This design comes from an exercise in tuning for small area and a short achievable clock period on the open sky130 flow, not from production work. RTL that was checked went through simulation tests only; none was proved equivalent to the original. Power is estimated from default activity; no workload was simulated.

== harbor ==
Design game_top, start of the top module:
module game_top(clk, keypad_in, dip_in, adc_data_in, seg_com, seg_data, seg_single_data, led_out, f_led1, f_led2, f_led3, f_led4, lcd_rs, lcd_rw, lcd_en, lcd_data, servo_pwm, step_motor_phase, piezo_out, adc_cs_n, adc_sclk
, adc_din);
Size in the first run: about 2500 cells after synthesis, roughly 410 flip-flops, ~0.020 sq mm of cells after synthesis.
==> flow/config.mk <==
export PLATFORM = sky130hd
export DESIGN_NAME = game_top
export DESIGN_NICKNAME = game_top
export VERILOG_FILES = /design/flow/design.v
export SDC_FILE = /design/flow/constraint.sdc
export NUM_CORES = 4
export LEC_CHECK = 0
export ABC_AREA = 1
export CAP_MARGIN = 20
export CORE_MARGIN = 2
export CORE_UTILIZATION = 40
export PLACE_DENSITY = 0.6
export SLEW_MARGIN = 20
==> flow/constraint.sdc <==
create_clock -name core_clock -period 30.0 [get_ports {clk}]
set_input_delay 6.0000 -clock core_clock [delete_from_list [all_inputs] [get_ports {clk}]]
set_output_delay 6.0000 -clock core_clock [all_outputs]
set_load 0.01 [all_outputs]
standard.sh (not shown) runs the stock make flow with config.mk's settings and CLKGATE_MAP_FILE= SYNTH_SCRIPT=/design/flow/synth_recipe.tcl, a recipe that flattens the netlist after the stock synthesis.
==> flow/flow/run.sh <==
#!/bin/bash
# Layout flow: the standard ORFS flow (standard.sh, unchanged synthesis, floorplan,
# power grid, placement, CTS, routing), with three settings passed to make:
#  - port buffers are buf_2 cells;
#  - clock tree synthesis inserts no dummy loads and uses sink clusters of up to 25;
#  - repair_timing aims for a setup slack of 22.5 ns at the design's 30 ns clock,
#    so that the paths that set the achieved period are sized and buffered.
# All tool output goes to flow_standard.log here (ORFS's per-step logs are in orfs/logs).
set -uo pipefail
bash standard.sh finish \
  "BUFFER_PORTS_ARGS=-buffer_cell sky130_fd_sc_hd__buf_2" \
  "CTS_ARGS=-sink_clustering_enable -repair_clock_nets -dont_use_dummy_load -sink_clustering_size 25 -sink_clustering_max_diameter 150 -buf_list {sky130_fd_sc_hd__clkbuf_8 sky130_fd_sc_hd__clkbuf_16}" \
  "SETUP_SLACK_MARGIN=22.5" > flow_standard.log 2>&1
--- input diff harbor..zinc ---
==> flow/flow/run.sh <==
#!/bin/bash
# Layout flow: the standard ORFS flow (standard.sh, unchanged synthesis, floorplan,
# power grid, placement, CTS, routing), with three settings passed to make:
#  - port buffers are buf_4 cells;
#  - clock tree synthesis inserts no dummy loads and uses sink clusters of up to 25;
#  - repair_timing aims for a setup slack of 22.5 ns at the design's 30 ns clock,
#    so that the paths that set the achieved period are sized and buffered.
# All tool output goes to flow_standard.log here (ORFS's per-step logs are in orfs/logs).
set -uo pipefail
bash standard.sh finish \
  "BUFFER_PORTS_ARGS=-buffer_cell sky130_fd_sc_hd__buf_4" \
  "CTS_ARGS=-sink_clustering_enable -repair_clock_nets -dont_use_dummy_load -sink_clustering_size 25 -sink_clustering_max_diameter 150" \
  "SETUP_SLACK_MARGIN=22.5" > flow_standard.log 2>&1
Results
Timing, DRC, antenna: 0 failures across harbor and zinc
Final critical path time including I/O delays and setup for zinc: 27 ps up relative to harbor
NOTE final wirelength harbor->zinc increased slightly
Diff harbor -> zinc: non-clock buffer count up about 3.4%; sequential share of layout area shows a reduction of 0.51 points.
zinc vs. harbor: final core utilization has increased, total power draw rose by 0.0059 mW, fraction of met2 tracks used by global routing increased by 0.65 points relative to the old numbers.
For relative contribution of sequential cells to total power, harbor and zinc come out practically identical.
--- input diff zinc..garnet ---
diff --git a/flow/flow/run.sh b/flow/flow/run.sh
--- a/flow/flow/run.sh
+++ b/flow/flow/run.sh
@@ -3,3 +3,3 @@
 # power grid, placement, CTS, routing), with three settings passed to make:
-#  - port buffers are buf_4 cells;
+#  - port buffers are buf_2 cells;
 #  - clock tree synthesis inserts no dummy loads and uses sink clusters of up to 25;
@@ -10,4 +10,4 @@
 bash standard.sh finish \
-  "BUFFER_PORTS_ARGS=-buffer_cell sky130_fd_sc_hd__buf_4" \
-  "CTS_ARGS=-sink_clustering_enable -repair_clock_nets -dont_use_dummy_load -sink_clustering_size 25 -sink_clustering_max_diameter 150" \
+  "BUFFER_PORTS_ARGS=-buffer_cell sky130_fd_sc_hd__buf_2" \
+  "CTS_ARGS=-sink_clustering_enable -repair_clock_nets -dont_use_dummy_load -sink_clustering_size 25 -sink_clustering_max_diameter 150 -distance_between_buffers 300 -branching_point_buffers_distance 300" \
   "SETUP_SLACK_MARGIN=22.5" > flow_standard.log 2>&1
## What came out
- Status | zinc and garnet | clean
- zinc tops out at a lower clock frequency than garnet.
- First-pass iteration count of the detailed router: higher on zinc
- Comparing garnet with zinc, the number of clock sinks seen by CTS came out essentially unchanged.
- Routed wire in garnet totals less than in zinc.
- Between zinc and garnet, actual transition at the worst max-transition pin is lower for zinc, garnet comes in above that.
The inputs of fjord differ from those of garnet as listed below.
==> flow/flow/run.sh <==
#!/bin/bash
# Layout flow: the standard ORFS flow (standard.sh, unchanged synthesis, floorplan,
# power grid, placement, CTS, routing), with three settings passed to make:
#  - port buffers are buf_2 cells;
#  - clock tree synthesis inserts no dummy loads and uses sink clusters of up to 20;
#  - repair_timing aims for a setup slack of 22.5 ns at the design's 30 ns clock,
#    so that the paths that set the achieved period are sized and buffered.
# All tool output goes to flow_standard.log here (ORFS's per-step logs are in orfs/logs).
set -uo pipefail
bash standard.sh finish \
  "BUFFER_PORTS_ARGS=-buffer_cell sky130_fd_sc_hd__buf_2" \
  "CTS_ARGS=-sink_clustering_enable -repair_clock_nets -dont_use_dummy_load -sink_clustering_size 20 -sink_clustering_max_diameter 120" \
  "SETUP_SLACK_MARGIN=22.5" > flow_standard.log 2>&1
Results
Worst setup slack after placement essentially unchanged between fjord and garnet. In the flow results for garnet and fjord, the part of the power in combinational logic is larger on garnet. Total length of routed met2 wires was higher in the run labelled fjord. fjord against garnet: wire length neither gained nor lost much; power per cell area picked up an extra about 1.5%; fraction of area in multi-input gates lost 0.17 points; synthesis-to-finish area growth picked up an extra 0.50 points; hold violation count in the final report neither gained nor lost much.

* * *

game_top, a different RTL version from the one above (not shown whole).
// game_top
module game_top(clk, keypad_in, dip_in, adc_data_in, seg_com, seg_data, seg_single_data, led_out, f_led1, f_led2, f_led3, f_led4, lcd_rs, lcd_rw, lcd_en, lcd_data, servo_pwm, step_motor_phase, piezo_out, adc_cs_n, adc_sclk
, adc_din);
  input clk;
  wire clk;
  input [11:0] keypad_in;
  wire [11:0] keypad_in;
  input [7:0] dip_in;
  wire [7:0] dip_in;
  input adc_data_in;
  wire adc_data_in;
  output [7:0] seg_com;
  wire [7:0] seg_com;
  output [7:0] seg_data;
  wire [7:0] seg_data;
  output [7:0] seg_single_data;
  wire [7:0] seg_single_data;
  output [7:0] led_out;
  wire [7:0] led_out;
  output [2:0] f_led1;
  wire [2:0] f_led1;
  output [2:0] f_led2;
  wire [2:0] f_led2;
  output [2:0] f_led3;
  wire [2:0] f_led3;
  output [2:0] f_led4;
  wire [2:0] f_led4;
  output lcd_rs;
  reg lcd_rs;
  output lcd_rw;
  wire lcd_rw;
  output lcd_en;
  reg lcd_en;
  output [7:0] lcd_data;
  reg [7:0] lcd_data;
  output servo_pwm;
  reg servo_pwm;
  output [3:0] step_motor_phase;
  reg [3:0] step_motor_phase;
  output piezo_out;
  reg piezo_out;
  output adc_cs_n;
  wire adc_cs_n;
  output adc_sclk;
  reg adc_sclk;
  output adc_din;
  reg adc_din;
  ...
==> flow/config.mk <==
export PLATFORM = sky130hd
export DESIGN_NAME = game_top
export DESIGN_NICKNAME = game_top
export VERILOG_FILES = /design/flow/design.v
export SDC_FILE = /design/flow/constraint.sdc
export NUM_CORES = 4
export LEC_CHECK = 0
export ABC_AREA = 1
export CAP_MARGIN = 20
export CORE_MARGIN = 2
export CORE_UTILIZATION = 40
export PLACE_DENSITY = 0.6
export SLEW_MARGIN = 20
==> flow/constraint.sdc <==
create_clock -name core_clock -period 30.0 [get_ports {clk}]
set_input_delay 6.0000 -clock core_clock [delete_from_list [all_inputs] [get_ports {clk}]]
set_output_delay 6.0000 -clock core_clock [all_outputs]
set_load 0.01 [all_outputs]
==> flow/flow/run.sh <==
#!/bin/bash
# Layout flow: the standard ORFS flow (standard.sh, unchanged synthesis, floorplan,
# power grid, placement, CTS, routing), with three settings passed to make:
#  - port buffers are buf_2 cells;
#  - clock tree synthesis inserts no dummy loads and uses sink clusters of up to 25;
#  - repair_timing aims for a setup slack of 22.5 ns at the design's 30 ns clock,
#    so that the paths that set the achieved period are sized and buffered.
# All tool output goes to flow_standard.log here (ORFS's per-step logs are in orfs/logs).
set -uo pipefail
bash standard.sh finish \
  "BUFFER_PORTS_ARGS=-buffer_cell sky130_fd_sc_hd__buf_2" \
  "CTS_ARGS=-sink_clustering_enable -repair_clock_nets -dont_use_dummy_load -sink_clustering_size 25 -sink_clustering_max_diameter 150" \
  "SETUP_SLACK_MARGIN=22.5" > flow_standard.log 2>&1
The first run completed with no timing, DRC or antenna violations.
Change:
--- a/flow/flow/run.sh
+++ b/flow/flow/run.sh
@@ -5 +5 @@
-#  - clock tree synthesis inserts no dummy loads and uses sink clusters of up to 25;
+#  - clock tree synthesis inserts no dummy loads and uses sink clusters of up to 20;
@@ -12 +12 @@
-  "CTS_ARGS=-sink_clustering_enable -repair_clock_nets -dont_use_dummy_load -sink_clustering_size 25 -sink_clustering_max_diameter 150" \
+  "CTS_ARGS=-sink_clustering_enable -repair_clock_nets -dont_use_dummy_load -sink_clustering_size 20 -sink_clustering_max_diameter 120" \
Outcome: The changed run produced a clean layout; non-clock buffer count stays the same; first-iteration DRC count goes up slightly; register-to-register slack stays flat; global-route usage is about the same; clock skew decreases by 0.027 ns; die area stays the same.

* * *

game_top, a different RTL version from the one above (not shown whole).
Size: about 430 flip-flops, about 86 I/O pins.
Settings: LEC_CHECK=0, ABC_AREA=1, CAP_MARGIN=20, CORE_MARGIN=2, CORE_UTILIZATION=40, PLACE_DENSITY=0.6, SLEW_MARGIN=20; clock period 30.0 ns.
==> flow/flow/run.sh <==
#!/bin/bash
# Layout flow: the standard ORFS flow (standard.sh, unchanged synthesis, floorplan,
# power grid, placement, CTS, routing), with three settings passed to make:
#  - port buffers are buf_2 cells;
#  - clock tree synthesis inserts no dummy loads;
#  - repair_timing aims for a setup slack of 22.5 ns at the design's 30 ns clock,
#    so that the paths that set the achieved period are sized and buffered.
# All tool output goes to flow_standard.log here (ORFS's per-step logs are in orfs/logs).
set -uo pipefail
bash standard.sh finish \
  "BUFFER_PORTS_ARGS=-buffer_cell sky130_fd_sc_hd__buf_2" \
  "CTS_ARGS=-sink_clustering_enable -repair_clock_nets -dont_use_dummy_load" \
  "SETUP_SLACK_MARGIN=22.5" > flow_standard.log 2>&1
The first run finished clean.
Next try:
==> flow/run.sh (new file) <==
#!/bin/bash
# synth_recipe.tcl (not shown) runs the flow's synth.tcl, then flattens the netlist and writes it again
# the make line also repeats each setting of config.mk as NAME=value (left out here)
make -C /OpenROAD-flow-scripts/flow DESIGN_CONFIG=/design/flow/config.mk WORK_HOME=/design/flow/orfs CLKGATE_MAP_FILE= SYNTH_SCRIPT=/design/flow/synth_recipe.tcl finish
removed: flow/flow/run.sh
removed: flow/standard.sh
Result: Setup slack loses 490 ps. Die area does not change. Power increases by 11%. Global-route usage is higher by 0.42 points. First-iteration DRC count rose by 14%. Combinational power hardly moves. Clock power is higher by 30%. Cell area grows by 3.8%.
No run of this note included a check of the RTL's function; only the layout flow was run.

* * *

Another version of the RTL of game_top (not shown whole).
Size in the first run: roughly 2600 cells after synthesis, roughly 440 flip-flops, about 86 I/O pins.
==> flow/design.v (excerpt) <==
module game_top(clk, keypad_in, dip_in, adc_data_in, seg_com, seg_data, seg_single_data, led_out, f_led1, f_led2, f_led3, f_led4, lcd_rs, lcd_rw, lcd_en, lcd_data, servo_pwm, step_motor_phase, piezo_out, adc_cs_n, adc_sclk
, adc_din);
Settings: LEC_CHECK=0, ABC_AREA=1, CAP_MARGIN=20, CORE_MARGIN=2, CORE_UTILIZATION=65, PLACE_DENSITY=0.8, SLEW_MARGIN=20; clock period 30.0 ns.
==> flow/flow/run.sh <==
#!/bin/bash
# Layout flow: the standard ORFS flow (standard.sh, unchanged synthesis, floorplan,
# power grid, placement, CTS, routing), with three settings passed to make:
#  - port buffers are buf_2 cells;
#  - clock tree synthesis inserts no dummy loads and uses sink clusters of up to 25;
#  - repair_timing aims for a setup slack of 22.5 ns at the design's 30 ns clock,
#    so that the paths that set the achieved period are sized and buffered.
# All tool output goes to flow_standard.log here (ORFS's per-step logs are in orfs/logs).
set -uo pipefail
bash standard.sh finish \
  "BUFFER_PORTS_ARGS=-buffer_cell sky130_fd_sc_hd__buf_2" \
  "CTS_ARGS=-sink_clustering_enable -repair_clock_nets -dont_use_dummy_load -sink_clustering_size 25 -sink_clustering_max_diameter 150" \
  "SETUP_SLACK_MARGIN=22.5" > flow_standard.log 2>&1
Then changed:
Settings changed: CORE_UTILIZATION 65 to 40, PLACE_DENSITY 0.8 to 0.6.
What happened: Via count went down by about 2.7%; combinational power went down by about 2%; worst hold slack loses 0.0069 ns; setup slack gains 0.027 ns; design area went up by 1.6%; area after synthesis does not change; total power hardly moves; sequential share of layout area went down by 0.74 points.

-- re-timing with driven ports --
No port has a modelled driver above. Below, the same layouts with a new extraction and two added sets of constraints.
Step 1 (the two cells are an assumption about what drives the block):
set clk [get_ports {clk}]
set_driving_cell -lib_cell sky130_fd_sc_hd__clkbuf_16 $clk
set_driving_cell -lib_cell sky130_fd_sc_hd__buf_2 [delete_from_list [all_inputs] $clk]
Step 2 times the ports against the registers' clock, not the clock port: input delays grow and output delays shrink by t, the midpoint of the rising clock arrivals with the driver on.
Three values: ideal, step 1, step 2; two values: the first two.
| run | t (ns) | setup WS [ns] | clock arrival spread, ns | worst data-port slew with drivers (ns) | cell pins on the clock port's net |
|---|---|---|---|---|---|
| harbor | 0.599 | 22.859 / 22.801 / 22.374 | 0.025 / 0.024 | 0.06 | 1 |
| zinc | 0.590 | 22.832 / 22.773 / 22.310 | 0.044 / 0.044 | 0.06 | 1 |
| garnet | 0.599 | 22.859 / 22.801 / 22.374 | 0.025 / 0.024 | 0.06 | 1 |
| fjord | 0.615 | 22.844 / 22.785 / 22.387 | 0.020 / 0.021 | 0.06 | 1 |
| the first run of note 2 | 0.573 | 22.850 / 22.797 / 22.416 | 0.078 / 0.078 | 0.06 | 1 |
| the second run of note 2 | 0.607 | 22.831 / 22.775 / 22.363 | 0.051 / 0.050 | 0.06 | 1 |
| the first run of note 3 | 0.621 | 22.750 / 22.693 / 22.328 | 0.084 / 0.084 | 0.05 | 1 |
| the second run of note 3 | 0.658 | 22.256 / 22.198 / 21.762 | 0.019 / 0.018 | 0.05 | 1 |
| the first run of note 4 | 0.594 | 22.815 / 22.761 / 22.378 | 0.046 / 0.046 | 0.05 | 1 |
| the second run of note 4 | 0.605 | 22.842 / 22.784 / 22.467 | 0.037 / 0.037 | 0.05 | 1 |
After both steps setup and hold are still met in every run listed. For zinc, which loses most, drivers alone change the setup slack by -0.059 ns; drivers and shift together by -0.522 ns. Setup slack includes reset recovery checks.
